This design comes from an exercise in tuning for small area on the open sky130 flow, not from production work.
Function was checked by simulation only, so behaviour that the tests miss may differ from the original.
Power and IR drop assume default switching activity.

==> design.v <==
module Calculator (
    input clk,
    input rst,
    input [1:0] InpNum,
    input InpSign,
    input [1:0] OP,
    output [6:0] InpSeg,
    output [6:0] ResSegUnits,
    output [6:0] ResSegTens,
    output [6:0] ResSegHundreds,
    output [6:0] SignSeg,
    output [6:0] ResSignSeg,
    output reg ZeroFlag,
    output SignFlag,
    output reg zeroResult
);
    reg [2:0] c;
    reg [1:0] pop;
    reg [3:0] U, T;
    reg S;
    wire [3:0] nU, nT;
    wire nS, nZF, nZR, hold;
    wire [2:0] nc;
    calc_comb cc (
        .U(U), .T(T), .S(S), .pop(pop), .c(c), .ni(InpNum), .s(InpSign),
        .nU(nU), .nT(nT), .nS(nS), .nZF(nZF), .nZR(nZR), .nc(nc), .hold(hold), .rst(rst),
        .segU(ResSegUnits), .segT(ResSegTens), .segH(ResSegHundreds), .segI(InpSeg));
    always @(posedge clk) begin
        c <= nc;
        pop <= OP;
        U <= nU;
        T <= nT;
        S <= nS;
        if (!hold) begin
            ZeroFlag <= nZF;
            zeroResult <= nZR;
        end
    end
    assign SignSeg = {InpSign, 6'b111111};
    assign ResSignSeg = {S, 6'b111111};
    assign SignFlag = S;
endmodule
module calc_comb (
    input [3:0] U,
    input [3:0] T,
    input [1:0] pop,
    input [2:0] c,
    input [1:0] ni,
    output [3:0] nU,
    output [3:0] nT,
    output [2:0] nc,
    output [6:0] segU,
    output [6:0] segT,
    output [6:0] segH,
    output [6:0] segI,
    input S,
    input s,
    input rst,
    output nS,
    output nZF,
    output nZR,
    output hold
);
  wire _000_;
  wire _001_;
  wire _002_;
  wire _003_;
  wire _004_;
  wire _005_;
  wire _006_;
  wire _007_;
  wire _008_;
  wire _009_;
  wire _010_;
  wire _011_;
  wire _012_;
  wire _013_;
  wire _014_;
  wire _015_;
  wire _016_;
  wire _017_;
  wire _018_;
  wire _019_;
  wire _020_;
  wire _021_;
  wire _022_;
  wire _023_;
  wire _024_;
  wire _025_;
  wire _026_;
  wire _027_;
  wire _028_;
  wire _029_;
  wire _030_;
  wire _031_;
  wire _032_;
  wire _033_;
  wire _034_;
  wire _035_;
  wire _036_;
  wire _037_;
  wire _038_;
  wire _039_;
  wire _040_;
  wire _041_;
  wire _042_;
  wire _043_;
  wire _044_;
  wire _045_;
  wire _046_;
  wire _047_;
  wire _048_;
  wire _049_;
  wire _050_;
  wire _051_;
  wire _052_;
  wire _053_;
  wire _054_;
  wire _055_;
  wire _056_;
  wire _057_;
  wire _058_;
  wire _059_;
  wire _060_;
  wire _061_;
  wire _062_;
  wire _063_;
  wire _064_;
  wire _065_;
  wire _066_;
  wire _067_;
  wire _068_;
  wire _069_;
  wire _070_;
  wire _071_;
  wire _072_;
  wire _073_;
  wire _074_;
  wire _075_;
  wire _076_;
  wire _077_;
  wire _078_;
  wire _079_;
  wire _080_;
  wire _081_;
  wire _082_;
  wire _083_;
  wire _084_;
  wire _085_;
  wire _086_;
  wire _087_;
  wire _088_;
  wire _089_;
  wire _090_;
  wire _091_;
  wire _092_;
  wire _093_;
  wire _094_;
  wire _095_;
  wire _096_;
  wire _097_;
  wire _098_;
  wire _099_;
  wire _100_;
  wire _101_;
  wire _102_;
  wire _103_;
  wire _104_;
  wire _105_;
  wire _106_;
  wire _107_;
  wire _108_;
  wire _109_;
  wire _110_;
  wire _111_;
  wire _112_;
  wire _113_;
  wire _114_;
  wire _115_;
  wire _116_;
  wire _117_;
  wire _118_;
  wire _119_;
  wire _120_;
  wire _121_;
  wire _122_;
  wire _123_;
  wire _124_;
  wire _125_;
  wire _126_;
  wire _127_;
  wire _128_;
  wire _129_;
  wire _130_;
  wire _131_;
  wire _132_;
  wire _133_;
  wire _134_;
  wire _135_;
  wire _136_;
  wire _137_;
  wire _138_;
  wire _139_;
  wire _140_;
  wire _141_;
  wire _142_;
  wire _143_;
  wire _144_;
  wire _145_;
  wire _146_;
  wire _147_;
  wire _148_;
  wire _149_;
  wire _150_;
  wire _151_;
  wire _152_;
  wire _153_;
  wire _154_;
  wire _155_;
  wire _156_;
  wire _157_;
  wire _158_;
  wire _159_;
  wire _160_;
  wire _161_;
  wire _162_;
  wire _163_;
  wire _164_;
  wire _165_;
  wire _166_;
  wire _167_;
  wire _168_;
  wire _169_;
  wire _170_;
  wire _171_;
  wire _172_;
  wire _173_;
  wire _174_;
  wire _175_;
  wire _176_;
  wire _177_;
  wire _178_;
  wire _179_;
  wire _180_;
  wire _181_;
  wire _182_;
  wire _183_;
  wire _184_;
  wire _185_;
  wire _186_;
  wire _187_;
  wire _188_;
  wire _189_;
  wire _190_;
  wire _191_;
  wire _192_;
  wire _193_;
  wire _194_;
  wire _195_;
  wire _196_;
  wire _197_;
  wire _198_;
  wire _199_;
  wire _200_;
  wire _201_;
  wire _202_;
  wire _203_;
  wire _204_;
  wire _205_;
  wire _206_;
  wire _207_;
  wire _208_;
  wire _209_;
  wire _210_;
  wire _211_;
  wire _212_;
  wire _213_;
  wire _214_;
  wire _215_;
  wire _216_;
  wire _217_;
  wire _218_;
  wire _219_;
  wire _220_;
  wire _221_;
  wire _222_;
  wire _223_;
  wire _224_;
  wire _225_;
  wire _226_;
  wire _227_;
  wire _228_;
  wire _229_;
  wire _230_;
  wire _231_;
  wire _232_;
  wire _233_;
  wire _234_;
  wire _235_;
  wire _236_;
  wire _237_;
  wire _238_;
  wire _239_;
  wire _240_;
  wire _241_;
  wire _242_;
  wire _243_;
  wire _244_;
  wire _245_;
  wire _246_;
  wire _247_;
  wire _248_;
  wire _249_;
  wire _250_;
  wire _251_;
  wire _252_;
  wire _253_;
  wire _254_;
  wire _255_;
  wire _256_;
  wire _257_;
  wire _258_;
  wire _259_;
  wire _260_;
  wire _261_;
  wire _262_;
  wire _263_;
  wire _264_;
  wire _265_;
  wire _266_;
  wire _267_;
  wire _268_;
  wire _269_;
  wire _270_;
  wire _271_;
  wire _272_;
  wire _273_;
  wire _274_;
  wire _275_;
  wire _276_;
  wire _277_;
  wire _278_;
  wire _279_;
  wire _280_;
  wire _281_;
  wire _282_;
  wire _283_;
  wire _284_;
  wire _285_;
  wire _286_;
  wire _287_;
  wire _288_;
  wire _289_;
  wire _290_;
  wire _291_;
  wire _292_;
  wire _293_;
  wire _294_;
  wire _295_;
  wire _296_;
  wire _297_;
  wire _298_;
  wire _299_;
  wire _300_;
  wire _301_;
  wire _302_;
  wire _303_;
  wire _304_;
  wire _305_;
  wire _306_;
  wire _307_;
  wire _308_;
  wire _309_;
  wire _310_;
  wire _311_;
  wire _312_;
  wire _313_;
  wire _314_;
  wire _315_;
  wire _316_;
  wire _317_;
  wire _318_;
  wire _319_;
  wire _320_;
  wire _321_;
  wire _322_;
  wire _323_;
  wire _324_;
  wire _325_;
  wire _326_;
  wire _327_;
  wire _328_;
  wire _329_;
  wire _330_;
  wire _331_;
  wire _332_;
  wire _333_;
  wire _334_;
  wire _335_;
  wire _336_;
  wire _337_;
  wire new_n100;
  wire new_n101;
  wire new_n102;
  wire new_n103;
  wire new_n104;
  wire new_n105;
  wire new_n106;
  wire new_n107;
  wire new_n108;
  wire new_n109;
  wire new_n110;
  wire new_n111;
  wire new_n112;
  wire new_n113;
  wire new_n114;
  wire new_n115;
  wire new_n116;
  wire new_n117;
  wire new_n118;
  wire new_n119;
  wire new_n120;
  wire new_n121;
  wire new_n123;
  wire new_n124;
  wire new_n125;
  wire new_n126;
  wire new_n127;
  wire new_n128;
  wire new_n129;
  wire new_n130;
  wire new_n131;
  wire new_n132;
  wire new_n133;
  wire new_n134;
  wire new_n135;
  wire new_n136;
  wire new_n137;
  wire new_n138;
  wire new_n139;
  wire new_n140;
  wire new_n141;
  wire new_n142;
  wire new_n143;
  wire new_n144;
  wire new_n145;
  wire new_n146;
  wire new_n147;
  wire new_n148;
  wire new_n149;
  wire new_n150;
  wire new_n151;
  wire new_n152;
  wire new_n153;
  wire new_n154;
  wire new_n155;
  wire new_n156;
  wire new_n157;
  wire new_n158;
  wire new_n159;
  wire new_n160;
  wire new_n161;
  wire new_n162;
  wire new_n163;
  wire new_n164;
  wire new_n165;
  wire new_n166;
  wire new_n167;
  wire new_n168;
  wire new_n169;
  wire new_n170;
  wire new_n172;
  wire new_n173;
  wire new_n174;
  wire new_n175;
  wire new_n176;
  wire new_n177;
  wire new_n178;
  wire new_n179;
  wire new_n180;
  wire new_n181;
  wire new_n182;
  wire new_n183;
  wire new_n184;
  wire new_n185;
  wire new_n186;
  wire new_n187;
  wire new_n188;
  wire new_n189;
  wire new_n190;
  wire new_n191;
  wire new_n192;
  wire new_n193;
  wire new_n194;
  wire new_n195;
  wire new_n196;
  wire new_n197;
  wire new_n199;
  wire new_n200;
  wire new_n201;
  wire new_n202;
  wire new_n203;
  wire new_n204;
  wire new_n205;
  wire new_n206;
  wire new_n207;
  wire new_n208;
  wire new_n209;
  wire new_n210;
  wire new_n211;
  wire new_n212;
  wire new_n213;
  wire new_n214;
  wire new_n215;
  wire new_n216;
  wire new_n217;
  wire new_n218;
  wire new_n219;
  wire new_n220;
  wire new_n221;
  wire new_n222;
  wire new_n223;
  wire new_n225;
  wire new_n226;
  wire new_n227;
  wire new_n228;
  wire new_n229;
  wire new_n230;
  wire new_n231;
  wire new_n232;
  wire new_n233;
  wire new_n234;
  wire new_n235;
  wire new_n236;
  wire new_n237;
  wire new_n238;
  wire new_n239;
  wire new_n240;
  wire new_n241;
  wire new_n242;
  wire new_n243;
  wire new_n245;
  wire new_n246;
  wire new_n247;
  wire new_n248;
  wire new_n249;
  wire new_n250;
  wire new_n251;
  wire new_n252;
  wire new_n253;
  wire new_n254;
  wire new_n255;
  wire new_n256;
  wire new_n257;
  wire new_n258;
  wire new_n259;
  wire new_n260;
  wire new_n261;
  wire new_n262;
  wire new_n263;
  wire new_n264;
  wire new_n265;
  wire new_n266;
  wire new_n267;
  wire new_n269;
  wire new_n270;
  wire new_n271;
  wire new_n272;
  wire new_n273;
  wire new_n274;
  wire new_n275;
  wire new_n276;
  wire new_n277;
  wire new_n278;
  wire new_n279;
  wire new_n280;
  wire new_n281;
  wire new_n282;
  wire new_n283;
  wire new_n284;
  wire new_n285;
  wire new_n286;
  wire new_n287;
  wire new_n288;
  wire new_n289;
  wire new_n290;
  wire new_n291;
  wire new_n292;
  wire new_n294;
  wire new_n295;
  wire new_n296;
  wire new_n297;
  wire new_n298;
  wire new_n299;
  wire new_n300;
  wire new_n301;
  wire new_n302;
  wire new_n303;
  wire new_n304;
  wire new_n305;
  wire new_n306;
  wire new_n307;
  wire new_n308;
  wire new_n309;
  wire new_n311;
  wire new_n312;
  wire new_n313;
  wire new_n314;
  wire new_n315;
  wire new_n316;
  wire new_n317;
  wire new_n318;
  wire new_n319;
  wire new_n320;
  wire new_n321;
  wire new_n322;
  wire new_n324;
  wire new_n325;
  wire new_n327;
  wire new_n328;
  wire new_n329;
  wire new_n330;
  wire new_n331;
  wire new_n332;
  wire new_n333;
  wire new_n334;
  wire new_n335;
  wire new_n337;
  wire new_n341;
  wire new_n343;
  wire new_n350;
  wire new_n351;
  wire new_n352;
  wire new_n357;
  wire new_n360;
  wire new_n361;
  wire new_n63;
  wire new_n65;
  wire new_n66;
  wire new_n67;
  wire new_n68;
  wire new_n69;
  wire new_n70;
  wire new_n71;
  wire new_n72;
  wire new_n73;
  wire new_n74;
  wire new_n75;
  wire new_n76;
  wire new_n77;
  wire new_n78;
  wire new_n79;
  wire new_n80;
  wire new_n81;
  wire new_n82;
  wire new_n83;
  wire new_n84;
  wire new_n85;
  wire new_n86;
  wire new_n87;
  wire new_n88;
  wire new_n89;
  wire new_n90;
  wire new_n91;
  wire new_n93;
  wire new_n94;
  wire new_n95;
  wire new_n96;
  wire new_n97;
  wire new_n98;
  wire new_n99;
  assign new_n101 = U[0]  & ni[0] ;
  assign new_n102 = _000_ & _001_;
  assign new_n103 = new_n101 & _002_;
  assign new_n104 = U[1]  & ni[0] ;
  assign new_n105 = _003_ & _004_;
  assign new_n106 = _005_ & _006_;
  assign new_n107 = _007_ & ni[0] ;
  assign new_n108 = new_n106 & _008_;
  assign new_n109 = _009_ & new_n108;
  assign new_n110 = _010_ & _011_;
  assign new_n111 = _012_ & _013_;
  assign new_n112 = U[2]  & ni[0] ;
  assign new_n113 = _014_ & _015_;
  assign new_n114 = new_n112 & _016_;
  assign new_n115 = ni[0]  & _017_;
  assign new_n116 = _018_ & _019_;
  assign new_n117 = _020_ & _021_;
  assign new_n118 = new_n100 & _022_;
  assign new_n119 = new_n68 & _023_;
  assign new_n120 = _024_ & new_n119;
  assign new_n121 = _025_ & new_n120;
  assign nU[0]  = _026_ & _027_;
  assign new_n123 = new_n85 & new_n86;
  assign new_n124 = new_n86 & _028_;
  assign new_n125 = _029_ & _030_;
  assign new_n126 = _031_ & _032_;
  assign new_n127 = U[1]  & _033_;
  assign new_n128 = U[2]  & new_n105;
  assign new_n129 = _034_ & new_n106;
  assign new_n130 = _035_ & _036_;
  assign new_n131 = _037_ & new_n130;
  assign new_n132 = _038_ & _039_;
  assign new_n133 = _040_ & _041_;
  assign new_n134 = U[3]  & _042_;
  assign new_n135 = _043_ & new_n134;
  assign new_n136 = new_n69 & new_n86;
  assign new_n137 = pop[0]  & _044_;
  assign new_n138 = _045_ & new_n137;
  assign new_n139 = _046_ & U[2] ;
  assign new_n140 = new_n106 & new_n139;
  assign new_n141 = _047_ & _048_;
  assign new_n142 = new_n107 & new_n141;
  assign new_n143 = _049_ & _050_;
  assign new_n144 = new_n138 & new_n143;
  assign new_n145 = new_n65 & _051_;
  assign new_n146 = _052_ & new_n145;
  assign new_n147 = _053_ & _054_;
  assign new_n148 = ni[1]  & _055_;
  assign new_n149 = _056_ & _057_;
  assign new_n150 = S & s;
  assign new_n151 = _058_ & _059_;
  assign new_n152 = pop[0]  & _060_;
  assign new_n153 = _061_ & new_n151;
  assign new_n154 = _062_ & _063_;
  assign new_n155 = new_n71 & _064_;
  assign new_n156 = new_n101 & new_n154;
  assign new_n157 = _065_ & _066_;
  assign new_n158 = ni[1]  & _067_;
  assign new_n159 = _068_ & new_n157;
  assign new_n160 = new_n75 & _069_;
  assign new_n161 = _070_ & new_n160;
  assign new_n162 = _071_ & new_n161;
  assign new_n163 = U[1]  & _072_;
  assign new_n164 = _073_ & _074_;
  assign new_n165 = new_n154 & new_n160;
  assign new_n166 = _075_ & new_n165;
  assign new_n167 = _076_ & _077_;
  assign new_n168 = U[3]  & _078_;
  assign new_n169 = new_n164 & _079_;
  assign new_n170 = new_n154 & _080_;
  assign new_n172 = new_n65 & _081_;
  assign new_n173 = _082_ & _083_;
  assign new_n174 = _084_ & new_n173;
  assign new_n175 = U[2]  & new_n166;
  assign new_n176 = _085_ & _086_;
  assign new_n177 = new_n174 & _087_;
  assign new_n178 = new_n170 & new_n177;
  assign new_n179 = _088_ & _089_;
  assign new_n180 = ni[1]  & _090_;
  assign new_n181 = U[1]  & _091_;
  assign new_n182 = new_n75 & segI[5] ;
  assign new_n183 = _092_ & new_n182;
  assign new_n184 = _093_ & new_n183;
  assign new_n185 = _094_ & new_n184;
  assign new_n186 = new_n86 & new_n185;
  assign new_n187 = new_n81 & new_n97;
  assign new_n188 = new_n86 & new_n187;
  assign new_n189 = new_n173 & _095_;
  assign new_n190 = new_n186 & new_n189;
  assign new_n191 = _096_ & _097_;
  assign new_n192 = _098_ & new_n186;
  assign new_n193 = new_n191 & _099_;
  assign new_n194 = _100_ & _101_;
  assign new_n195 = new_n164 & new_n193;
  assign new_n196 = new_n174 & _102_;
  assign new_n197 = _103_ & new_n196;
  assign new_n199 = new_n164 & _104_;
  assign new_n200 = _105_ & new_n185;
  assign new_n201 = U[3]  & new_n200;
  assign new_n202 = _106_ & _107_;
  assign new_n203 = _108_ & _109_;
  assign new_n204 = new_n173 & _110_;
  assign new_n205 = _111_ & new_n204;
  assign new_n206 = _112_ & new_n205;
  assign new_n207 = new_n199 & _113_;
  assign new_n208 = _114_ & _115_;
  assign new_n209 = _116_ & new_n208;
  assign new_n210 = pop[0]  & new_n67;
  assign new_n211 = U[0]  & _117_;
  assign new_n212 = _118_ & _119_;
  assign new_n213 = _120_ & new_n212;
  assign new_n214 = new_n210 & _121_;
  assign new_n215 = _122_ & _123_;
  assign new_n216 = _124_ & new_n105;
  assign new_n217 = _125_ & _126_;
  assign new_n218 = _127_ & new_n217;
  assign new_n219 = new_n100 & new_n218;
  assign new_n220 = _128_ & _129_;
  assign new_n221 = new_n68 & _130_;
  assign new_n222 = _131_ & new_n221;
  assign new_n223 = _132_ & _133_;
  assign nU[2]  = _134_ & new_n223;
  assign new_n225 = new_n177 & _135_;
  assign new_n226 = _136_ & new_n225;
  assign new_n227 = U[3]  & _137_;
  assign new_n228 = new_n175 & new_n227;
  assign new_n229 = _138_ & _139_;
  assign new_n230 = _140_ & _141_;
  assign new_n231 = U[0]  & _142_;
  assign new_n232 = _143_ & _144_;
  assign new_n233 = _145_ & _146_;
  assign new_n234 = _147_ & new_n233;
  assign new_n235 = new_n210 & new_n234;
  assign new_n236 = _148_ & U[2] ;
  assign new_n237 = T[0]  & _149_;
  assign new_n238 = _150_ & new_n237;
  assign new_n239 = _151_ & _152_;
  assign new_n240 = _153_ & _154_;
  assign new_n241 = new_n68 & new_n240;
  assign new_n242 = _155_ & _156_;
  assign new_n243 = _157_ & new_n242;
  assign new_n245 = _159_ & new_n216;
  assign new_n246 = _160_ & _161_;
  assign new_n247 = _162_ & _163_;
  assign new_n248 = T[0]  & _164_;
  assign new_n249 = _165_ & _166_;
  assign new_n250 = U[2]  & new_n90;
  assign new_n251 = _167_ & _168_;
  assign new_n252 = T[0]  & _169_;
  assign new_n253 = new_n112 & new_n252;
  assign new_n254 = new_n251 & new_n253;
  assign new_n255 = _170_ & ni[0] ;
  assign new_n256 = _171_ & new_n255;
  assign new_n257 = _172_ & _173_;
  assign new_n258 = new_n210 & new_n257;
  assign new_n259 = _174_ & new_n258;
  assign new_n260 = T[0]  & new_n174;
  assign new_n261 = T[1]  & _175_;
  assign new_n262 = _176_ & _177_;
  assign new_n263 = new_n68 & _178_;
  assign new_n264 = _179_ & _180_;
  assign new_n265 = _181_ & new_n264;
  assign new_n266 = new_n191 & _182_;
  assign new_n267 = _183_ & new_n265;
  assign new_n269 = T[1]  & new_n173;
  assign new_n270 = _184_ & _185_;
  assign new_n271 = T[3]  & _186_;
  assign new_n272 = _187_ & _188_;
  assign new_n273 = _189_ & new_n272;
  assign new_n274 = new_n210 & new_n273;
  assign new_n275 = _190_ & new_n256;
  assign new_n276 = new_n107 & new_n252;
  assign new_n277 = _191_ & _192_;
  assign new_n278 = T[1]  & _193_;
  assign new_n279 = _194_ & _195_;
  assign new_n280 = new_n251 & _196_;
  assign new_n281 = _197_ & _198_;
  assign new_n282 = new_n274 & new_n281;
  assign new_n283 = _199_ & _200_;
  assign new_n284 = _201_ & ni[0] ;
  assign new_n285 = _202_ & _203_;
  assign new_n286 = new_n68 & _204_;
  assign new_n287 = T[0]  & _205_;
  assign new_n288 = _206_ & _207_;
  assign new_n289 = _208_ & _209_;
  assign new_n290 = _210_ & _211_;
  assign new_n291 = new_n283 & _212_;
  assign new_n292 = _213_ & new_n290;
  assign nT[1]  = _214_ & _215_;
  assign new_n294 = _216_ & T[1] ;
  assign new_n295 = _217_ & _218_;
  assign new_n296 = new_n289 & new_n295;
  assign new_n297 = T[2]  & new_n296;
  assign new_n298 = _219_ & _220_;
  assign new_n299 = new_n174 & _221_;
  assign new_n300 = _222_ & new_n299;
  assign new_n301 = _223_ & _224_;
  assign new_n302 = _225_ & new_n301;
  assign new_n303 = _226_ & _227_;
  assign new_n304 = _228_ & _229_;
  assign new_n305 = T[1]  & new_n304;
  assign new_n306 = _230_ & _231_;
  assign new_n307 = _232_ & _233_;
  assign new_n308 = new_n67 & _234_;
  assign new_n309 = _235_ & new_n308;
  assign new_n311 = T[1]  & _236_;
  assign new_n312 = _237_ & _238_;
  assign new_n313 = new_n210 & _239_;
  assign new_n314 = _240_ & T[2] ;
  assign new_n315 = T[1]  & _241_;
  assign new_n316 = _242_ & _243_;
  assign new_n317 = new_n296 & new_n316;
  assign new_n318 = _244_ & new_n317;
  assign new_n319 = T[3]  & _245_;
  assign new_n320 = _246_ & _247_;
  assign new_n321 = _248_ & new_n173;
  assign new_n322 = _249_ & new_n321;
  assign new_n324 = _250_ & new_n63;
  assign new_n325 = new_n184 & new_n188;
  assign nZR = _251_ & new_n188;
  assign new_n327 = new_n151 & _252_;
  assign new_n328 = new_n65 & _253_;
  assign new_n329 = S & _254_;
  assign new_n330 = _255_ & _256_;
  assign new_n331 = new_n186 & _257_;
  assign new_n332 = new_n325 & _258_;
  assign new_n333 = _259_ & _260_;
  assign new_n334 = new_n173 & _261_;
  assign new_n335 = _262_ & new_n334;
  assign nS = _263_ & _264_;
  assign new_n337 = _265_ & pop[1] ;
  assign nZF = _266_ & new_n337;
  assign nc[0]  = _267_ & _268_;
  assign nc[1]  = c[0]  & _269_;
  assign new_n341 = _270_ & _271_;
  assign nc[2]  = _272_ & _273_;
  assign new_n343 = U[2]  & _274_;
  assign segU[0]  = new_n251 & segU[3] ;
  assign segU[1]  = U[2]  & new_n141;
  assign segU[2]  = _275_ & new_n89;
  assign new_n350 = _276_ & new_n314;
  assign new_n351 = T[0]  & _277_;
  assign new_n352 = new_n316 & new_n351;
  assign segT[0]  = _278_ & segT[3] ;
  assign segT[1]  = T[2]  & _279_;
  assign segT[2]  = _280_ & new_n315;
  assign new_n357 = _281_ & _282_;
  assign new_n360 = _284_ & _285_;
  assign new_n361 = _286_ & _287_;
  assign segT[6]  = _288_ & new_n361;
  assign segH[0]  = T[1]  & T[3] ;
  assign segH[2]  = T[3]  & new_n314;
  assign segH[5]  = T[3]  & _289_;
  assign segI[0]  = ni[0]  & _290_;
  assign segI[2]  = _291_ & ni[1] ;
  assign new_n63 = _292_ & _293_;
  assign hold = _294_ & c[2] ;
  assign new_n65 = pop[1]  & _295_;
  assign new_n66 = ni[1]  & new_n65;
  assign new_n67 = _296_ & new_n66;
  assign new_n68 = _297_ & new_n67;
  assign new_n69 = U[0]  & _298_;
  assign new_n70 = _299_ & new_n69;
  assign new_n71 = _300_ & ni[0] ;
  assign new_n72 = _301_ & new_n71;
  assign new_n73 = _302_ & _303_;
  assign new_n74 = _304_ & _305_;
  assign new_n75 = _306_ & _307_;
  assign new_n76 = U[0]  & _308_;
  assign new_n77 = _309_ & _310_;
  assign new_n78 = ni[0]  & _311_;
  assign new_n79 = _312_ & _313_;
  assign new_n80 = _314_ & new_n79;
  assign new_n81 = _315_ & _316_;
  assign new_n82 = _317_ & new_n81;
  assign new_n83 = T[0]  & _318_;
  assign new_n84 = ni[0]  & _319_;
  assign new_n85 = _320_ & new_n84;
  assign new_n86 = _321_ & _322_;
  assign new_n87 = _323_ & new_n86;
  assign new_n88 = U[0]  & new_n87;
  assign new_n89 = U[1]  & _324_;
  assign new_n90 = U[0]  & U[1] ;
  assign new_n91 = _325_ & _326_;
  assign new_n93 = _328_ & _329_;
  assign new_n94 = new_n85 & _330_;
  assign new_n95 = T[2]  & ni[0] ;
  assign new_n96 = _331_ & _332_;
  assign new_n97 = _333_ & _334_;
  assign new_n98 = T[0]  & ni[0] ;
  assign new_n99 = _335_ & new_n98;
  assign new_n100 = _336_ & _337_;
  assign _000_ = ~ U[3] ;
  assign _001_ = ~ new_n89;
  assign _002_ = ~ new_n102;
  assign _003_ = ~ U[1] ;
  assign _004_ = ~ ni[0] ;
  assign _005_ = ~ new_n104;
  assign _006_ = ~ new_n105;
  assign _007_ = ~ U[2] ;
  assign _008_ = ~ new_n107;
  assign _009_ = ~ new_n85;
  assign _010_ = ~ new_n103;
  assign _011_ = ~ new_n109;
  assign _012_ = ~ new_n100;
  assign _013_ = ~ new_n110;
  assign _014_ = ~ U[0] ;
  assign _015_ = ~ U[1] ;
  assign _016_ = ~ new_n113;
  assign _017_ = ~ new_n86;
  assign _018_ = ~ U[1] ;
  assign _019_ = ~ new_n115;
  assign _020_ = ~ new_n114;
  assign _021_ = ~ new_n116;
  assign _022_ = ~ new_n117;
  assign _023_ = ~ new_n118;
  assign _024_ = ~ new_n111;
  assign _025_ = ~ new_n94;
  assign _026_ = ~ new_n80;
  assign _027_ = ~ new_n121;
  assign _028_ = ~ new_n100;
  assign _029_ = ~ new_n85;
  assign _030_ = ~ new_n124;
  assign _031_ = ~ new_n123;
  assign _032_ = ~ new_n125;
  assign _033_ = ~ new_n100;
  assign _034_ = ~ U[2] ;
  assign _035_ = ~ new_n128;
  assign _036_ = ~ new_n129;
  assign _037_ = ~ new_n127;
  assign _038_ = ~ new_n126;
  assign _039_ = ~ new_n131;
  assign _040_ = ~ pop[0] ;
  assign _041_ = ~ new_n132;
  assign _042_ = ~ ni[0] ;
  assign _043_ = ~ U[0] ;
  assign _044_ = ~ new_n136;
  assign _045_ = ~ new_n135;
  assign _046_ = ~ U[0] ;
  assign _047_ = ~ new_n90;
  assign _048_ = ~ new_n113;
  assign _049_ = ~ new_n140;
  assign _050_ = ~ new_n142;
  assign _051_ = ~ new_n144;
  assign _052_ = ~ new_n133;
  assign _053_ = ~ new_n63;
  assign _054_ = ~ new_n146;
  assign _055_ = ~ new_n147;
  assign _056_ = ~ S;
  assign _057_ = ~ s;
  assign _058_ = ~ new_n149;
  assign _059_ = ~ new_n150;
  assign _060_ = ~ new_n151;
  assign _061_ = ~ pop[0] ;
  assign _062_ = ~ new_n152;
  assign _063_ = ~ new_n153;
  assign _064_ = ~ new_n154;
  assign _065_ = ~ new_n155;
  assign _066_ = ~ new_n156;
  assign _067_ = ~ new_n157;
  assign _068_ = ~ ni[1] ;
  assign _069_ = ~ new_n159;
  assign _070_ = ~ new_n158;
  assign _071_ = ~ U[1] ;
  assign _072_ = ~ new_n161;
  assign _073_ = ~ new_n162;
  assign _074_ = ~ new_n163;
  assign _075_ = ~ new_n162;
  assign _076_ = ~ U[2] ;
  assign _077_ = ~ new_n166;
  assign _078_ = ~ new_n167;
  assign _079_ = ~ new_n168;
  assign _080_ = ~ new_n169;
  assign _081_ = ~ segI[5] ;
  assign _082_ = ~ new_n63;
  assign _083_ = ~ new_n172;
  assign _084_ = ~ new_n66;
  assign _085_ = ~ U[3] ;
  assign _086_ = ~ new_n175;
  assign _087_ = ~ new_n176;
  assign _088_ = ~ new_n71;
  assign _089_ = ~ new_n162;
  assign _090_ = ~ new_n69;
  assign _091_ = ~ new_n180;
  assign _092_ = ~ new_n181;
  assign _093_ = ~ new_n154;
  assign _094_ = ~ new_n179;
  assign _095_ = ~ new_n188;
  assign _096_ = ~ new_n178;
  assign _097_ = ~ new_n190;
  assign _098_ = ~ new_n79;
  assign _099_ = ~ new_n192;
  assign _100_ = ~ new_n164;
  assign _101_ = ~ new_n193;
  assign _102_ = ~ new_n195;
  assign _103_ = ~ new_n194;
  assign _104_ = ~ new_n191;
  assign _105_ = ~ U[2] ;
  assign _106_ = ~ new_n167;
  assign _107_ = ~ new_n185;
  assign _108_ = ~ new_n201;
  assign _109_ = ~ new_n202;
  assign _110_ = ~ new_n175;
  assign _111_ = ~ new_n203;
  assign _112_ = ~ new_n199;
  assign _113_ = ~ new_n205;
  assign _114_ = ~ new_n67;
  assign _115_ = ~ new_n207;
  assign _116_ = ~ new_n206;
  assign _117_ = ~ new_n106;
  assign _118_ = ~ new_n87;
  assign _119_ = ~ new_n139;
  assign _120_ = ~ new_n211;
  assign _121_ = ~ new_n213;
  assign _122_ = ~ new_n100;
  assign _123_ = ~ new_n134;
  assign _124_ = ~ U[3] ;
  assign _125_ = ~ new_n89;
  assign _126_ = ~ new_n115;
  assign _127_ = ~ new_n216;
  assign _128_ = ~ new_n215;
  assign _129_ = ~ new_n219;
  assign _130_ = ~ new_n123;
  assign _131_ = ~ new_n220;
  assign _132_ = ~ new_n214;
  assign _133_ = ~ new_n222;
  assign _134_ = ~ new_n209;
  assign _135_ = ~ new_n200;
  assign _136_ = ~ new_n170;
  assign _137_ = ~ new_n63;
  assign _138_ = ~ new_n190;
  assign _139_ = ~ new_n228;
  assign _140_ = ~ new_n164;
  assign _141_ = ~ new_n229;
  assign _142_ = ~ U[2] ;
  assign _143_ = ~ new_n139;
  assign _144_ = ~ new_n231;
  assign _145_ = ~ new_n106;
  assign _146_ = ~ new_n136;
  assign _147_ = ~ new_n232;
  assign _148_ = ~ U[1] ;
  assign _149_ = ~ ni[0] ;
  assign _150_ = ~ new_n236;
  assign _151_ = ~ new_n85;
  assign _152_ = ~ new_n238;
  assign _153_ = ~ new_n86;
  assign _154_ = ~ new_n239;
  assign _155_ = ~ new_n235;
  assign _156_ = ~ new_n241;
  assign _157_ = ~ new_n230;
  assign _158_ = ~ new_n243;
  assign _159_ = ~ U[0] ;
  assign _160_ = ~ new_n86;
  assign _161_ = ~ new_n245;
  assign _162_ = ~ T[2] ;
  assign _163_ = ~ ni[0] ;
  assign _164_ = ~ new_n247;
  assign _165_ = ~ new_n246;
  assign _166_ = ~ new_n248;
  assign _167_ = ~ U[3] ;
  assign _168_ = ~ new_n250;
  assign _169_ = ~ T[1] ;
  assign _170_ = ~ T[0] ;
  assign _171_ = ~ new_n251;
  assign _172_ = ~ new_n254;
  assign _173_ = ~ new_n256;
  assign _174_ = ~ new_n249;
  assign _175_ = ~ new_n255;
  assign _176_ = ~ new_n95;
  assign _177_ = ~ new_n261;
  assign _178_ = ~ new_n262;
  assign _179_ = ~ new_n260;
  assign _180_ = ~ new_n263;
  assign _181_ = ~ new_n259;
  assign _182_ = ~ new_n265;
  assign _183_ = ~ new_n191;
  assign _184_ = ~ new_n67;
  assign _185_ = ~ new_n269;
  assign _186_ = ~ ni[0] ;
  assign _187_ = ~ new_n95;
  assign _188_ = ~ new_n237;
  assign _189_ = ~ new_n271;
  assign _190_ = ~ T[1] ;
  assign _191_ = ~ new_n112;
  assign _192_ = ~ new_n255;
  assign _193_ = ~ new_n277;
  assign _194_ = ~ new_n276;
  assign _195_ = ~ new_n278;
  assign _196_ = ~ new_n279;
  assign _197_ = ~ new_n275;
  assign _198_ = ~ new_n280;
  assign _199_ = ~ new_n270;
  assign _200_ = ~ new_n282;
  assign _201_ = ~ T[3] ;
  assign _202_ = ~ new_n247;
  assign _203_ = ~ new_n284;
  assign _204_ = ~ new_n285;
  assign _205_ = ~ new_n178;
  assign _206_ = ~ T[0] ;
  assign _207_ = ~ new_n190;
  assign _208_ = ~ new_n287;
  assign _209_ = ~ new_n288;
  assign _210_ = ~ new_n286;
  assign _211_ = ~ new_n289;
  assign _212_ = ~ new_n290;
  assign _213_ = ~ new_n283;
  assign _214_ = ~ new_n291;
  assign _215_ = ~ new_n292;
  assign _216_ = ~ T[0] ;
  assign _217_ = ~ new_n252;
  assign _218_ = ~ new_n294;
  assign _219_ = ~ T[2] ;
  assign _220_ = ~ new_n296;
  assign _221_ = ~ new_n298;
  assign _222_ = ~ new_n297;
  assign _223_ = ~ T[2] ;
  assign _224_ = ~ T[3] ;
  assign _225_ = ~ new_n115;
  assign _226_ = ~ new_n81;
  assign _227_ = ~ new_n302;
  assign _228_ = ~ new_n98;
  assign _229_ = ~ new_n256;
  assign _230_ = ~ new_n303;
  assign _231_ = ~ new_n305;
  assign _232_ = ~ pop[0] ;
  assign _233_ = ~ new_n271;
  assign _234_ = ~ new_n307;
  assign _235_ = ~ new_n306;
  assign _236_ = ~ new_n304;
  assign _237_ = ~ T[2] ;
  assign _238_ = ~ new_n311;
  assign _239_ = ~ new_n312;
  assign _240_ = ~ T[1] ;
  assign _241_ = ~ T[2] ;
  assign _242_ = ~ new_n314;
  assign _243_ = ~ new_n315;
  assign _244_ = ~ T[3] ;
  assign _245_ = ~ new_n317;
  assign _246_ = ~ new_n318;
  assign _247_ = ~ new_n319;
  assign _248_ = ~ new_n68;
  assign _249_ = ~ new_n320;
  assign _250_ = ~ s;
  assign _251_ = ~ segU[5] ;
  assign _252_ = ~ nZR;
  assign _253_ = ~ new_n327;
  assign _254_ = ~ new_n65;
  assign _255_ = ~ new_n328;
  assign _256_ = ~ new_n329;
  assign _257_ = ~ new_n330;
  assign _258_ = ~ new_n331;
  assign _259_ = ~ new_n325;
  assign _260_ = ~ new_n330;
  assign _261_ = ~ new_n333;
  assign _262_ = ~ new_n332;
  assign _263_ = ~ new_n324;
  assign _264_ = ~ new_n335;
  assign _265_ = ~ pop[0] ;
  assign _266_ = ~ segI[5] ;
  assign _267_ = ~ c[2] ;
  assign _268_ = ~ rst;
  assign _269_ = ~ rst;
  assign _270_ = ~ c[1] ;
  assign _271_ = ~ c[2] ;
  assign _272_ = ~ rst;
  assign _273_ = ~ new_n341;
  assign _274_ = ~ new_n141;
  assign _275_ = ~ U[0] ;
  assign _276_ = ~ T[0] ;
  assign _277_ = ~ T[3] ;
  assign _278_ = ~ T[1] ;
  assign _279_ = ~ new_n295;
  assign _280_ = ~ T[0] ;
  assign _281_ = ~ new_n83;
  assign _282_ = ~ new_n314;
  assign _283_ = ~ new_n357;
  assign _284_ = ~ T[1] ;
  assign _285_ = ~ new_n301;
  assign _286_ = ~ new_n294;
  assign _287_ = ~ new_n315;
  assign _288_ = ~ new_n360;
  assign _289_ = ~ new_n97;
  assign _290_ = ~ ni[1] ;
  assign _291_ = ~ ni[0] ;
  assign segH[6]  = ~ segH[2] ;
  assign segI[6]  = ~ ni[1] ;
  assign _292_ = ~ c[0] ;
  assign _293_ = ~ c[2] ;
  assign _294_ = ~ c[1] ;
  assign _295_ = ~ hold;
  assign _296_ = ~ new_n63;
  assign _297_ = ~ pop[0] ;
  assign _298_ = ~ ni[0] ;
  assign _299_ = ~ new_n63;
  assign _300_ = ~ U[0] ;
  assign _301_ = ~ hold;
  assign _302_ = ~ new_n70;
  assign _303_ = ~ new_n72;
  assign _304_ = ~ new_n65;
  assign _305_ = ~ new_n73;
  assign _306_ = ~ pop[1] ;
  assign _307_ = ~ hold;
  assign _308_ = ~ new_n75;
  assign _309_ = ~ new_n63;
  assign _310_ = ~ new_n76;
  assign _311_ = ~ new_n77;
  assign _312_ = ~ new_n74;
  assign _313_ = ~ new_n78;
  assign _314_ = ~ new_n68;
  assign _315_ = ~ T[0] ;
  assign _316_ = ~ T[3] ;
  assign _317_ = ~ T[1] ;
  assign _318_ = ~ T[2] ;
  assign _319_ = ~ new_n83;
  assign _320_ = ~ new_n82;
  assign _321_ = ~ U[2] ;
  assign _322_ = ~ U[3] ;
  assign _323_ = ~ U[1] ;
  assign _324_ = ~ U[2] ;
  assign _325_ = ~ new_n89;
  assign _326_ = ~ new_n90;
  assign _327_ = ~ new_n91;
  assign _328_ = ~ U[3] ;
  assign _329_ = ~ segU[5] ;
  assign _330_ = ~ new_n93;
  assign _331_ = ~ T[0] ;
  assign _332_ = ~ new_n95;
  assign _333_ = ~ T[1] ;
  assign _334_ = ~ T[2] ;
  assign _335_ = ~ new_n97;
  assign _336_ = ~ new_n96;
  assign _337_ = ~ new_n99;
  assign segI[5]  = ni[0]  | ni[1] ;
  assign nU[1]  = new_n148 | new_n197;
  assign nU[3]  = new_n226 | _158_;
  assign nT[0]  = new_n266 | new_n267;
  assign nT[2]  = new_n300 | new_n309;
  assign nT[3]  = new_n313 | new_n322;
  assign segU[3]  = new_n88 | new_n343;
  assign segU[4]  = U[0]  | new_n236;
  assign segU[6]  = new_n87 | new_n250;
  assign segT[3]  = new_n350 | new_n352;
  assign segT[4]  = new_n351 | _283_;
  assign segT[5]  = new_n315 | new_n352;
  assign segU[5]  = new_n88 | _327_;
  assign segI[4]  = ni[0] ;
  assign segI[3]  = segI[0] ;
  assign segI[1]  = 1'h0;
  assign segH[4]  = segH[0] ;
  assign segH[3]  = segH[0] ;
  assign segH[1]  = 1'h0;
endmodule
==> flow/run.sh <==
#!/bin/bash
# Own layout flow: the standard synthesis, then an area-oriented re-mapping of the
# combinational logic (registers and tie cells kept as the standard synthesis made them),
# then the standard layout with the smallest buffer on each port, and one tie cell per
# constant value instead of one per constant output.
set -uo pipefail
W=$(pwd)
R=$W/orfs/results/$FLOW_PLATFORM/Calculator/base
LIB=$FLOW_HOME/platforms/$FLOW_PLATFORM/lib/sky130_fd_sc_hd__tt_025C_1v80.lib
bash standard.sh synth > $W/log_standard_synth.txt 2>&1 || exit 1
cp $R/1_2_yosys.v $W/std_1_2_yosys.v
# candidate ABC scripts for the re-mapping; the smallest result that completes is used
# (mfs3 sometimes stops on an internal assertion, so several seeds and a plain one are tried)
S1='dch -f\namap -F 5 -A 4\ntopo\nmfs3 -ae\ntopo'
S2='dch -f\namap -F 5 -A 4\ntopo\nmfs3 -a\ntopo'
S3='dch -f\namap -F 10 -A 10\ntopo\nmfs3 -a\ntopo'
S4='dch -f\namap -F 5 -A 4\ntopo'
S5='dch -f\nmap -a\ntopo\nmfs3 -a\ntopo'
S6='dch -f\nmap -a\ntopo'
for i in 1 2 3 4 5 6; do
  eval "m=\$S$i"
  printf 'strash\n&get -n\n&deepsyn -T 20\n&put\n%b\n' "$m" > $W/remap$i.abc
done
best=""; besta=""
for i in 1 2 3 4 5 6; do
cat > $W/remap$i.ys <<EOY
read_liberty -ignore_miss_func $LIB
read_verilog $W/std_1_2_yosys.v
hierarchy -top $FLOW_TOP
blackbox sky130_fd_sc_hd__*df* sky130_fd_sc_hd__conb_1
flatten
hierarchy -top $FLOW_TOP
opt_clean
abc -liberty $LIB -script $W/remap$i.abc -dont_use sky130_fd_sc_hd__probe* -dont_use sky130_fd_sc_hd__lpflow*
opt_clean
tee -o $W/remap$i.stat stat -liberty $LIB
hilomap -singleton -hicell sky130_fd_sc_hd__conb_1 HI -locell sky130_fd_sc_hd__conb_1 LO
insbuf -buf sky130_fd_sc_hd__buf_1 A X
splitnets
opt_clean -purge
write_verilog -noattr -nohex -nodec $W/remap$i.v
EOY
  if yosys -s $W/remap$i.ys > $W/log_remap${i}_yosys.txt 2>&1 && [ -s $W/remap$i.v ]; then
    a=$(awk '/Chip area/{print $NF}' $W/remap$i.stat)
    echo "remap $i: area $a" >> $W/log_remap_choice.txt
    if [ -z "$best" ] || awk "BEGIN{exit !($a < $besta)}"; then best=$i; besta=$a; fi
  else
    echo "remap $i: failed" >> $W/log_remap_choice.txt
  fi
done
if [ -n "$best" ]; then
  echo "using remap $best" >> $W/log_remap_choice.txt
  cp $W/remap$best.v $R/1_2_yosys.v
  touch $R/1_2_yosys.v
fi
bash standard.sh 'BUFFER_PORTS_ARGS=-buffer_cell sky130_fd_sc_hd__buf_1' SKIP_REPAIR_TIE_FANOUT=1 finish > $W/log_standard_finish.txt 2>&1
==> standard.sh <==
#!/bin/bash
# synth_recipe.tcl (not shown) runs the flow's synth.tcl, then flattens the netlist and writes it again
# the make line also repeats each setting of config.mk as NAME=value (left out here)
make -C /OpenROAD-flow-scripts/flow DESIGN_CONFIG=/design/flow/config.mk WORK_HOME=/design/flow/orfs CLKGATE_MAP_FILE= SYNTH_SCRIPT=/design/flow/synth_recipe.tcl "${@:-finish}"
==> config.mk <==
export PLATFORM = sky130hd
export DESIGN_NAME = Calculator
export DESIGN_NICKNAME = Calculator
export VERILOG_FILES = /design/flow/design.v
export SDC_FILE = /design/flow/constraint.sdc
export NUM_CORES = 4
export LEC_CHECK = 0
export CAP_MARGIN = 20
export CORE_MARGIN = 2
export CORE_UTILIZATION = 25
export CTS_BUF_LIST = sky130_fd_sc_hd__clkbuf_4 sky130_fd_sc_hd__clkbuf_8
export SLEW_MARGIN = 20
==> constraint.sdc <==
create_clock -name core_clock -period 20.0 [get_ports {clk}]
set_input_delay 4.0000 -clock core_clock [delete_from_list [all_inputs] [get_ports {clk}]]
set_output_delay 4.0000 -clock core_clock [all_outputs]
set_load 0.01 [all_outputs]
==> results by group, run 1 <==
Status
  • Status: no timing/DRC/antenna violations

Synthesis
  • Cell count after synthesis: ~240
  • Synth Cell Area: roughly 0.0014 mm2
  • Syn Area/Cell: about 5.9 um2
  • Net count of the mapped netlist: approximately 250
  • Warnings, synthesis: 1

Timing
  • Setup TNS: 0 ns
  • Slew Limit Fails: 0
  • Final Skew: approximately 0.01 ns
  • Setup WS post-layout: approximately 11 ns
  • Fmax achieved: 0.110 GHz
  • Endpoints failing setup: 0
  • Period utilization: 0.455
  • Hold Fails Final Rpt: 0
  • Min cycle time layout: approximately 9.1 ns
  • Slew margin rel.: 0.577
  • Worst-Margin Slew: approximately 0.63 ns
  • RSZ-0062 raised after global routing: false

CTS
  • Clk Latency, worst-skew pair: roughly 0.25 ns
  • CTS Buf Count: 3
  • H-tree levels: 1
  • Number of setup buffers added after CTS: 0
  • CTS root buf: clkbuf_8
  • Hold buffer count at cts: 0
  • Clock Path Buffers: 2
  • Post_cts resized: 0
  • CTS tree: done
  • Worst-path clk slew: around 0.060 ns
  • Sink Count: 16

Detailed routing
  • Antenna Nets Post-Route: 0
  • DR vias: around 1700
  • Per-cell routed wire length: between 10 and 15 um
  • Vias per cell: ~5.1
  • Pre-Repair DR Iteration Count: 4
  • WL final: between 4 and 5 mm
  • Iteration-0 DRC Markers: 210
  • Remaining DRCs: 0

Global route
  • GRT overflow: 0
  • Antenna violations before repair: 0
  • GRT Util Overall: 0.145
  • First-pass GRT wire length: 7.50 mm
  • Largest net degree at the start of global routing: 19
  • Vias in the first global route: roughly 1600

Final layout
  • Non-Filler Instances: 336
  • Area grow syn2layout: 14.4%
  • Layout net count: around 270
  • Seq. cell area: ~340 um2
  • Share of cells above drive strength 1: 0.0152
  • Area of the multi-input gates: around 900 um2
  • Final instance area: 0.00164 mm2
  • Antenna diodes: 0
  • Filler cells: about 650

Critical path
  • Setup CP Type: input port to output port
  • Worst EP arrival: around 5 ns
  • Crit path max fanout: 18
  • Nature of the critical path endpoint: output port
  • Worst Path Required: roughly 16 ns
  • Setup crit start kind: input port

Worst hold path
  • Hold/Removal Path Class: flip-flop to flip-flop

Floorplan
  • Row cnt: 27
  • Starting density of the core: 0.259
  • Chip width: about 80 um
  • Core box area: 0.00554 mm2
  • Die area: 0.00637 mm2
  • Die Span Y: roughly 80 um
  • Ports: 52

Power
  • Power Density: between 80 and 90 mW/mm2
  • VDD IR-drop max: between 30 and 40 uV
  • Pleak: ~0.55 nW
  • Pwr Total: around 0.00014 W

Place
  • PortBufs: 37
  • RePlAce Congestion: slightly below 0.9
  • Placed Area: approximately 0.0016 mm2
  • Placed insts: about 330
  • DP Wirelength: 3.50 mm
  • DP Worst Slack: approximately 11 ns

Job
  • Max-cap viol count: 0
critical path, cell delays in order:
cell and delay, ns:
buf_1 0.07, buf_4 0.23, clkinv_1 0.33, nor2_1 0.29
buf_1 0.18
sequential cells by signal, summed over array words and instances (netlist names):
| register | cells |
|---|---|
| ZeroFlag | 1 |
| pop | 2 |
| U | 4 |
| T | 4 |
| zeroResult | 1 |
| S | 1 |
| c | 3 |
power by group:
part	internal (W)	total [W]	switching [W]
Clock	0.0000136	0.0000253	0.0000117
Combinational	0.0000236	0.0000739	0.0000503
Sequential	0.0000377	0.0000454	0.00000766
through the flow:
stage	hold WS (ns)	util
3_3_place_gp	0.445	0.288
3_5_place_dp	0.451	0.288
2_1_floorplan	0.426	-
4_1_cts	0.464	0.297
6_report	0.459	0.297
5_1_grt	0.487	0.297
final timing paths:
check,from,to,slack [ns],cells past startpoint
worst max-delay path,InpNum[0],InpSeg[0],10.90,5
worst min register to register,c[2]$_DFF_P_,c[0]$_DFF_P_,0.46,1
worst max register to register,S$_DFF_P_,T[3]$_DFF_P_,15.49,21
worst min-delay path,c[2]$_DFF_P_,c[0]$_DFF_P_,0.46,1
layout make-up:
cell class                      count  share of cell area
Multi-Input combinational cell    175               0.551
Clock inverter                      1             0.00228
Inverter                           31              0.0708
Timing Repair Buffer               38              0.0891
Tap cell                           72              0.0548
Sequential cell                    16               0.207
Clock buffer                        3              0.0251
layout by cell type (no fill, tap or decap), types with 6 or more instances in the layout:
cell,instances
nor2_1,52
buf_1,37
clkinv_1,32
o21ai_0,28
nand2_1,19
dfxtp_1,14
a21oi_1,11
o22ai_1,8
nor3_1,6
nand3_1,6
per-layer routing:
layer / vias to the layer above / GRT usage / routed length, um
met1: 775 / 0.194 / 2070
met2: 65 / 0.240 / 2090
li1: 882 / - / -
met4: 0 / 0.0288 / 34
met3: 4 / 0.0328 / 340
met5: - / 0 / 0
==> inputs of run 2 (changes only) <==
--- a/flow/run.sh
+++ b/flow/run.sh
@@ -17,12 +17,16 @@
 S4='dch -f\namap -F 5 -A 4\ntopo'
 S5='dch -f\nmap -a\ntopo\nmfs3 -a\ntopo'
 S6='dch -f\nmap -a\ntopo'
-for i in 1 2 3 4 5 6; do
-  eval "m=\$S$i"
-  printf 'strash\n&get -n\n&deepsyn -T 20\n&put\n%b\n' "$m" > $W/remap$i.abc
+# each mapping script with the default &deepsyn seed, and the first one with a few more seeds
+N=0
+for ks in 1:0 2:0 3:0 4:0 5:0 6:0 1:5 1:17 1:29 1:41 1:53 1:67; do
+  N=$((N+1))
+  k=${ks%%:*}; sd=${ks##*:}
+  eval "m=\$S$k"
+  printf 'strash\n&get -n\n&deepsyn -T 20 -S %d\n&put\n%b\n' $sd "$m" > $W/remap$N.abc
 done
-best=""; besta=""
-for i in 1 2 3 4 5 6; do
+run_one() {
+local i=$1
 cat > $W/remap$i.ys <<EOY
 read_liberty -ignore_miss_func $LIB
 read_verilog $W/std_1_2_yosys.v
@@ -40,7 +44,16 @@
 opt_clean -purge
 write_verilog -noattr -nohex -nodec $W/remap$i.v
 EOY
-  if yosys -s $W/remap$i.ys > $W/log_remap${i}_yosys.txt 2>&1 && [ -s $W/remap$i.v ]; then
+yosys -s $W/remap$i.ys > $W/log_remap${i}_yosys.txt 2>&1
+}
+for i in $(seq 1 $N); do
+  run_one $i &
+  if [ $((i % 4)) = 0 ]; then wait; fi
+done
+wait
+best=""; besta=""
+for i in $(seq 1 $N); do
+  if [ -s $W/remap$i.v ] && [ -s $W/remap$i.stat ] && ! grep -q "ERROR" $W/log_remap${i}_yosys.txt; then
     a=$(awk '/Chip area/{print $NF}' $W/remap$i.stat)
     echo "remap $i: area $a" >> $W/log_remap_choice.txt
     if [ -z "$best" ] || awk "BEGIN{exit !($a < $besta)}"; then best=$i; besta=$a; fi
--- a/config.mk
+++ b/config.mk
@@ -8,5 +8,7 @@
 export CAP_MARGIN = 20
 export CORE_MARGIN = 2
 export CORE_UTILIZATION = 25
-export CTS_BUF_LIST = sky130_fd_sc_hd__clkbuf_4 sky130_fd_sc_hd__clkbuf_8
+export CTS_BUF_LIST = sky130_fd_sc_hd__clkbuf_4
+export CTS_CLUSTER_DIAMETER = 40
+export CTS_CLUSTER_SIZE = 8
 export SLEW_MARGIN = 20
==> run 2 against run 1 <==
  * Still clean
  * Wire length increased by 1.9%
  * Register-to-register slack improved by 1.3 ns
  * Setup slack got worse by 0.011 ns
  * Fmax decreased by 0.11%
  * Largest cell class unchanged
  * Synthesized cell count increased by 0.41%
==> results by group, run 2 <==
Worst hold path
  • WHS Path Cells: 2
  • Hold path start: c[1]$_DFF_P_
  • Hold/Removal Path Class: flip-flop to flip-flop
  • Hold endpoint: c[2]$_DFF_P_

Final layout
  • Most common cell after layout, fill and taps aside: nor2_1
  • Layout net count: between 200 and 300
  • Fin util: 0.298
  • Filler cells: between 600 and 700
  • Top Registers: T: 4 flops, U: 4 flops, c: 3 flops
  • Share of cells above drive strength 1: 0.0188
  • Area grow syn2layout: 13.3%
  • Antenna diodes: 0
  • Commonest non-fill, non-tap cells in the layout: 50 x nor2_1, 37 x buf_1, 30 x clkinv_1

Synthesis
  • Syn Area/Cell: 6.03 um2
  • Net count of the mapped netlist: 250
  • Cell count after synthesis: between 200 and 250
  • Warnings, synthesis: 1
  • Synth Cell Area: roughly 0.0015 mm2

Global route
  • Antenna violations before repair: 0
  • GRT Util Overall: 0.143
  • GRT overflow: 0
  • First-pass GRT wire length: around 7.3 mm
  • Vias in the first global route: 1599
  • Largest net degree at the start of global routing: 18

Detailed routing
  • Antenna Nets Post-Route: 0
  • Iteration-0 DRC Markers: approximately 130
  • Per-cell routed wire length: roughly 14 um
  • Remaining DRCs: 0
  • Pre-Repair DR Iteration Count: 4
  • WL final: roughly 4.6 mm
  • DR vias: between 1500 and 2000
  • Vias per cell: around 5.3

Critical path
  • Worst Reg-to-Reg Cells: 13
  • Worst Path Required: 16.00 ns
  • R2R setup slack: between 15 and 20 ns
  • Reg-to-Reg Start: S$_DFF_P_
  • Crit path max fanout: 17
  • R2R Path End: U[1]$_DFF_P_
  • Setup crit start kind: input port
  • Setup CP Type: input port to output port
  • Nature of the critical path endpoint: output port
  • Worst EP arrival: 5.11 ns

Floorplan
  • Chip width: 80.6 um
  • Ports: 52
  • Row cnt: 27
  • Starting density of the core: 0.263
  • Core box area: 0.00557 mm2
  • Die area: 0.00649 mm2
  • Die Span Y: 80.6 um

CTS
  • Number of setup buffers added after CTS: 0
  • CTS root buf: clkbuf_4
  • Clock Path Buffers: 2
  • CTS Buf Count: 3
  • Hold buffer count at cts: 0
  • Post_cts resized: 0
  • Sink Count: 16
  • H-tree levels: 1
  • Clk Latency, worst-skew pair: 0.29 ns
  • CTS tree: done
  • Worst-path clk slew: about 0.09 ns

Power
  • VDD IR-drop max: 34.7 uV
  • Pwr Total: about 0.00022 W
  • Power Density: roughly 130 mW/mm2
  • Pleak: around 0.54 nW

Job
  • Max-cap viol count: 0

Timing
  • Slew Limit Fails: 0
  • Fmax achieved: about 0.11 GHz
  • Slew margin rel.: 0.652
  • Min cycle time layout: a little over 9 ns
  • Worst-Margin Slew: between 0.5 and 0.6 ns
  • Period utilization: 0.455
  • RSZ-0062 raised after global routing: false
  • Final Skew: 0.00501 ns
  • Setup TNS: 0 ns
  • Hold Fails Final Rpt: 0
  • Endpoints failing setup: 0

Place
  • PortBufs: 37
  • DP Wirelength: roughly 3.6 mm
  • RePlAce Congestion: between 0.8 and 0.9

Status
  • Status: no timing/DRC/antenna violations
run 2: where the power goes:
part	internal (W)	switching [W]	leakage (nW)
Combinational	0.0000484	0.0000895	0.383
Sequential	0.0000403	0.0000191	0.140
Clock	0.00000727	0.0000105	0.0154
Total	0.0000960	0.000119	0.538
run 2: metal layers:
| metal | track usage | vias to the layer above | wire [um] |
|---|---|---|---|
| met3 | 0.0337 | 9 | 364 |
| met4 | 0.0407 | 0 | 57 |
| met5 | 0 | - | 0 |
| met2 | 0.238 | 62 | 2120 |
| li1 | - | 906 | - |
| met1 | 0.181 | 809 | 2070 |
run 2: worst max-delay path: stages:
cell and delay, ns:
buf_1 0.07, buf_4 0.20, clkinv_1 0.38, nor2_1 0.28, buf_1 0.18
run 2: worst max-delay path by stage:
stage	startpoint	to	slack, ns	cells past startpoint
3_5_place_dp	InpNum[0]	InpSeg[0]	10.91	5
4_1_cts	InpNum[0]	InpSeg[0]	10.91	5
2_1_floorplan	InpNum[0]	InpSeg[3]	11.27	3
6_report	InpNum[0]	InpSeg[0]	10.89	5
5_1_grt	InpNum[0]	InpSeg[0]	10.79	5
3_3_place_gp	InpNum[0]	InpSeg[0]	10.94	5
run 2: layout make-up:
cell class                      count  area [um2]  area share
Multi-Input combinational cell    178         942       0.567
Sequential cell                    16         340       0.205
Timing Repair Buffer               39         154      0.0926
Inverter                           29         109      0.0655
Tap cell                           72        90.1      0.0542
Clock buffer                        3        22.5      0.0136
Clock inverter                      1        3.75     0.00226
run 2: metrics by stage:
step | hold slack (ns) | setup slack (ns) | cell area (um2) | instances
finish | 0.461 | 10.89 | 1660 | 338
global route | 0.483 | 10.79 | 1660 | 338
CTS | 0.470 | 10.91 | 1660 | 338
detailed placement | 0.447 | 10.91 | 1640 | 334
global placement | 0.443 | 10.94 | 1640 | 334
floorplan | 0.426 | 11.27 | 1470 | 243
==> inputs of run 3 (changes only) <==
--- a/config.mk
+++ b/config.mk
@@ -9,6 +9,5 @@
 export CORE_MARGIN = 2
 export CORE_UTILIZATION = 25
 export CTS_BUF_LIST = sky130_fd_sc_hd__clkbuf_4
-export CTS_CLUSTER_DIAMETER = 40
-export CTS_CLUSTER_SIZE = 8
+export CTS_CLUSTER_SIZE = 6
 export SLEW_MARGIN = 20
==> run 3 against run 2 <==
  * Count of clock-buffer cells in the layout is the same
  * Hold slack unchanged
  * Sequential share of layout area is the same
  * Sequential power is essentially flat
  * Design area unchanged
  * Synthesized area did not move
  * Critical path type unchanged
  * Wire length stayed put
  * Global-route usage unchanged
  * Largest cell class unchanged
==> results by group, run 3 <==
CTS
  • Number of setup buffers added after CTS: 0
  • Hold buffer count at cts: 0
  • Sink Count: 16
  • Worst-path clk slew: ~0.090 ns
  • H-tree levels: 1
  • Clock Path Buffers: 2
  • Post_cts resized: 0
  • CTS Buf Count: 3
  • Clk Latency, worst-skew pair: 0.29 ns
  • CTS root buf: clkbuf_4
  • CTS tree: done

Timing
  • Min cycle time layout: 9.11 ns
  • Hold Fails Final Rpt: 0
  • RSZ-0062 raised after global routing: false
  • Period utilization: 0.455
  • Fin Hold WS: ~0.46 ns
  • Endpoints failing setup: 0
  • Worst-Margin Slew: about 0.52 ns
  • Slew margin rel.: 0.652
  • Final Skew: between 0.005 and 0.006 ns
  • Slew Limit Fails: 0
  • Fmax achieved: ~0.11 GHz
  • Setup TNS: 0 ns

Synthesis
  • Syn Area/Cell: between 6 and 7 um2
  • Synth Cell Area: around 0.0015 mm2
  • Cell count after synthesis: about 240
  • Warnings, synthesis: 1
  • Net count of the mapped netlist: between 200 and 300

Job
  • Max-cap viol count: 0

Critical path
  • CP most frequent cell: buf_1
  • Critical-path cell list: buf_1, buf_4, clkinv_1, nor2_1, buf_1
  • Critical-path top delay cell: clkinv_1
  • Worst EP arrival: roughly 5 ns
  • Setup crit start kind: input port
  • CP peak stage delay: ~0.38 ns
  • Top delay family on crit path: buffers and inverters
  • Setup CP Type: input port to output port
  • Nature of the critical path endpoint: output port
  • WP buf/inv: 4
  • Worst Path Required: roughly 16 ns
  • Crit path max fanout: 17

Final layout
  • Fin util: 0.298
  • Area grow syn2layout: 13.3%
  • Layout net count: between 200 and 300
  • Share of cells above drive strength 1: 0.0188
  • Top Registers: T: 4 flops, U: 4 flops, c: 3 flops
  • Commonest non-fill, non-tap cells in the layout: 50 x nor2_1, 37 x buf_1, 30 x clkinv_1
  • Antenna diodes: 0
  • Most common cell after layout, fill and taps aside: nor2_1

Place
  • PortBufs: 37
  • DP Wirelength: 3.61 mm
  • RePlAce Congestion: a little under 0.9

Global route
  • Largest net degree at the start of global routing: 18
  • Vias in the first global route: ~1600
  • GRT Util Overall: 0.143
  • GRT overflow: 0
  • First-pass GRT wire length: 7.32 mm
  • Antenna violations before repair: 0

Floorplan
  • Row cnt: 27
  • Chip width: between 80 and 90 um
  • Starting density of the core: 0.263
  • Ports: 52
  • Die Span Y: between 80 and 90 um
  • Die area: about 0.0065 mm2
  • Core box area: approximately 0.0056 mm2

Detailed routing
  • Pre-Repair DR Iteration Count: 4
  • DR vias: ~1800
  • Iteration-0 DRC Markers: 128
  • Per-cell routed wire length: about 14 um
  • Remaining DRCs: 0
  • Antenna Nets Post-Route: 0
  • Vias per cell: 5.28
  • WL final: ~4.6 mm

Power
  • Pwr Total: roughly 0.00022 W
  • VDD IR-drop max: 34.7 uV
  • Power Density: 129 mW/mm2
  • Pleak: around 0.54 nW

Status
  • Status: no timing/DRC/antenna violations

Worst hold path
  • Hold/Removal Path Class: flip-flop to flip-flop
## run 3: worst min-delay path: stages, from the launching register on
cell,delay (ns)
dfxtp_1,0.33
nor2_1,0.04
nor2_1,0.06
## run 3: final timing paths
path	from	endpoint	slack (ns)	cells past startpoint
max	InpNum[0]	InpSeg[0]	10.89	5
min	c[1]$_DFF_P_	c[2]$_DFF_P_	0.46	2
max reg2reg	S$_DFF_P_	U[1]$_DFF_P_	16.76	13
min reg2reg	c[1]$_DFF_P_	c[2]$_DFF_P_	0.46	2
## run 3: area by class of cell
class | instances | area (um2)
Clock buffer | 3 | 22.5
Clock inverter | 1 | 3.75
Fill cell | 625 | 3910
Inverter | 29 | 109
Multi-Input combinational cell | 178 | 942
Sequential cell | 16 | 340
Tap cell | 72 | 90.1
Timing Repair Buffer | 39 | 154
## run 3: per-stage QoR
stage               cells  worst slack (ns)  instance area, um2
floorplan             243             11.27                1470
global placement      334             10.94                1640
detailed placement    334             10.91                1640
CTS                   338             10.91                1660
global route          338             10.79                1660
finish                338             10.89                1660
## run 3: power by group
part | internal [W] | switching, W | leakage, nW
Clock | 0.00000727 | 0.0000105 | 0.0154
Sequential | 0.0000403 | 0.0000191 | 0.140
Combinational | 0.0000484 | 0.0000895 | 0.383
Total | 0.0000960 | 0.000119 | 0.538
## run 3: routing by layer
metal | up-vias | part of all wire | track usage
li1 | 906 | - | -
met1 | 809 | 0.45 | 0.181
met2 | 62 | 0.46 | 0.238
met3 | 9 | 0.079 | 0.0337
met4 | 0 | 0.012 | 0.0407
met5 | - | 0 | 0
==> inputs of run 4 (changes only) <==
--- a/flow/run.sh
+++ b/flow/run.sh
@@ -23,7 +23,7 @@
   N=$((N+1))
   k=${ks%%:*}; sd=${ks##*:}
   eval "m=\$S$k"
-  printf 'strash\n&get -n\n&deepsyn -T 20 -S %d\n&put\n%b\n' $sd "$m" > $W/remap$N.abc
+  printf 'strash\n&get -n\n&deepsyn -T 30 -S %d\n&put\n%b\n' $sd "$m" > $W/remap$N.abc
 done
 run_one() {
 local i=$1
--- a/config.mk
+++ b/config.mk
@@ -9,5 +9,4 @@
 export CORE_MARGIN = 2
 export CORE_UTILIZATION = 25
 export CTS_BUF_LIST = sky130_fd_sc_hd__clkbuf_4
-export CTS_CLUSTER_SIZE = 6
 export SLEW_MARGIN = 20
==> run 4 against run 3 <==
  * Highest routed layer unchanged
  * Global-route usage up 0.23 points
  * Still clean on timing, DRC and antenna
  * Flip-flop and latch count unchanged
  * Synthesized cell count down 0.41%
  * Clock skew up 0.017 ns
  * Sequential share of layout area up 0.47 points
  * Fmax up 0.34%
==> results by group, run 4 <==
Detailed routing
  • Pre-Repair DR Iteration Count: 4
  • Per-cell routed wire length: 13.5 um
  • DR vias: ~1700
  • Vias per cell: about 5.2
  • Remaining DRCs: 0
  • Antenna Nets Post-Route: 0
  • Iteration-0 DRC Markers: ~200
  • WL final: about 4.5 mm

CTS
  • Sink Count: 16
  • Post_cts resized: 0
  • Hold buffer count at cts: 0
  • Clock Path Buffers: 2
  • CTS root buf: clkbuf_4
  • Number of setup buffers added after CTS: 0
  • Worst-path clk slew: 0.12 ns
  • CTS Buf Count: 3
  • CTS tree: done
  • Clk Latency, worst-skew pair: ~0.30 ns
  • H-tree levels: 1

Critical path
  • Nature of the critical path endpoint: output port
  • Worst EP arrival: just over 5 ns
  • Reg-to-Reg Start: S$_DFF_P_
  • Setup crit start kind: input port
  • Setup CP Type: input port to output port
  • Crit path max fanout: 18
  • R2R Path End: T[3]$_DFF_P_
  • Worst Path Required: between 15 and 20 ns
  • R2R setup slack: 15.48 ns
  • Worst Reg-to-Reg Cells: 21

Power
  • VDD IR-drop max: around 27 uV
  • Pleak: around 0.55 nW
  • Pwr Total: 0.000138 W
  • Power Density: 84.8 mW/mm2

Final layout
  • Share of cells above drive strength 1: 0.0152
  • Top Registers: T: 4 flops, U: 4 flops, c: 3 flops
  • Layout net count: roughly 270
  • Antenna diodes: 0
  • Area grow syn2layout: 13.1%
  • Non-Filler Instances: 336
  • Fin util: 0.293
  • Most common cell after layout, fill and taps aside: nor2_1
  • Commonest non-fill, non-tap cells in the layout: 52 x nor2_1, 37 x buf_1, 32 x clkinv_1

Global route
  • Antenna violations before repair: 0
  • GRT overflow: 0
  • First-pass GRT wire length: between 7 and 8 mm
  • Vias in the first global route: ~1600
  • Largest net degree at the start of global routing: 19
  • GRT Util Overall: 0.145

Timing
  • Fmax achieved: roughly 0.11 GHz
  • Slew margin rel.: 0.586
  • Slew Limit Fails: 0
  • Period utilization: 0.454
  • Worst-Margin Slew: slightly above 0.6 ns
  • Min cycle time layout: 9.08 ns
  • Setup TNS: 0 ns
  • RSZ-0062 raised after global routing: false
  • Hold Fails Final Rpt: 0
  • Setup WS post-layout: approximately 11 ns
  • Final Skew: approximately 0.022 ns
  • Endpoints failing setup: 0

Synthesis
  • Cell count after synthesis: about 240
  • Net count of the mapped netlist: about 250
  • Syn Area/Cell: around 6 um2
  • Warnings, synthesis: 1
  • Synth Cell Area: around 0.0014 mm2

Floorplan
  • Ports: between 50 and 60
  • Die area: approximately 0.0064 mm2
  • Row cnt: 27
  • Die Span Y: about 80 um
  • Starting density of the core: 0.259
  • Core box area: between 0.005 and 0.006 mm2
  • Chip width: around 80 um

Worst hold path
  • WHS Path Cells: 1
  • Hold endpoint: c[1]$_DFF_P_
  • Hold/Removal Path Class: flip-flop to flip-flop
  • Hold path start: c[0]$_DFF_P_

Job
  • Max-cap viol count: 0

Place
  • PortBufs: 37
  • RePlAce Congestion: 0.874
  • DP Worst Slack: ~11 ns
  • Placed insts: 332
  • DP Wirelength: 3.50 mm

Status
  • Status: no timing/DRC/antenna violations
## run 4: stage by stage
stage / area [um2] / hold slack [ns]
finish: 1620 / 0.448
global route: 1620 / 0.488
CTS: 1620 / 0.461
detailed placement: 1600 / 0.451
global placement: 1600 / 0.445
floorplan: 1440 / 0.426
## run 4: cell type report
cell class              instances  area (um2)
fillers                       655        3920
inverters                      31         116
repair buffers                 38         146
well taps                      72        90.1
clock inverters                 1        3.75
flip-flops and latches         16         340
clock buffers                   3        22.5
multi-input cells             175         905
## run 4: per-layer routing
layer,wire length [um],track usage,vias to the layer above
met4,41,0.0288,0
met3,331,0.0328,6
li1,-,-,880
met2,2100,0.240,63
met1,2060,0.192,789
met5,0,0,-
## run 4: critical path: stages
cell	delay [ns]
buf_1	0.07
buf_4	0.23
clkinv_1	0.32
nor2_1	0.28
buf_1	0.18
## run 4: report_power, final
part           total (W)  switching, W  internal, W
combinational  0.0000738     0.0000502    0.0000236
sequential     0.0000453    0.00000763    0.0000377
clock          0.0000186     0.0000114   0.00000725
## run 4: how the worst max path moves through the flow
stage                    from  cells after the start        end  slack, ns
detailed placement  InpNum[0]                      5  InpSeg[0]      10.93
CTS                 InpNum[0]                      5  InpSeg[0]      10.93
floorplan           InpNum[0]                      3  InpSeg[3]      11.37
global route        InpNum[0]                      5  InpSeg[0]      10.83
finish              InpNum[0]                      5  InpSeg[0]      10.92
global placement    InpNum[0]                      5  InpSeg[3]      10.96

==> re-timing with driven ports <==
How much do the figures lean on ideal ports? The routed layouts below were timed once more, with nothing changed but the port constraints.
Step 1, drivers: a clkbuf_16 drives clk and a buf_2 each remaining input, both assumed.
Step 2 also shifts input and output timing later by t, the mid clock arrival at the registers, as if the neighbouring blocks saw the same clock.
a / b / c = no drivers / after step 1 / after step 2; a / b = the first two.
run | t (ns) | slack for setup (ns)
run 1 | 0.270 | 10.902 / 10.880 / 10.880
run 2 | 0.317 | 10.892 / 10.869 / 10.869
run 3 | 0.317 | 10.892 / 10.869 / 10.869
run 4 | 0.309 | 10.923 / 10.900 / 10.900
After both steps setup and hold are still met in every run listed.
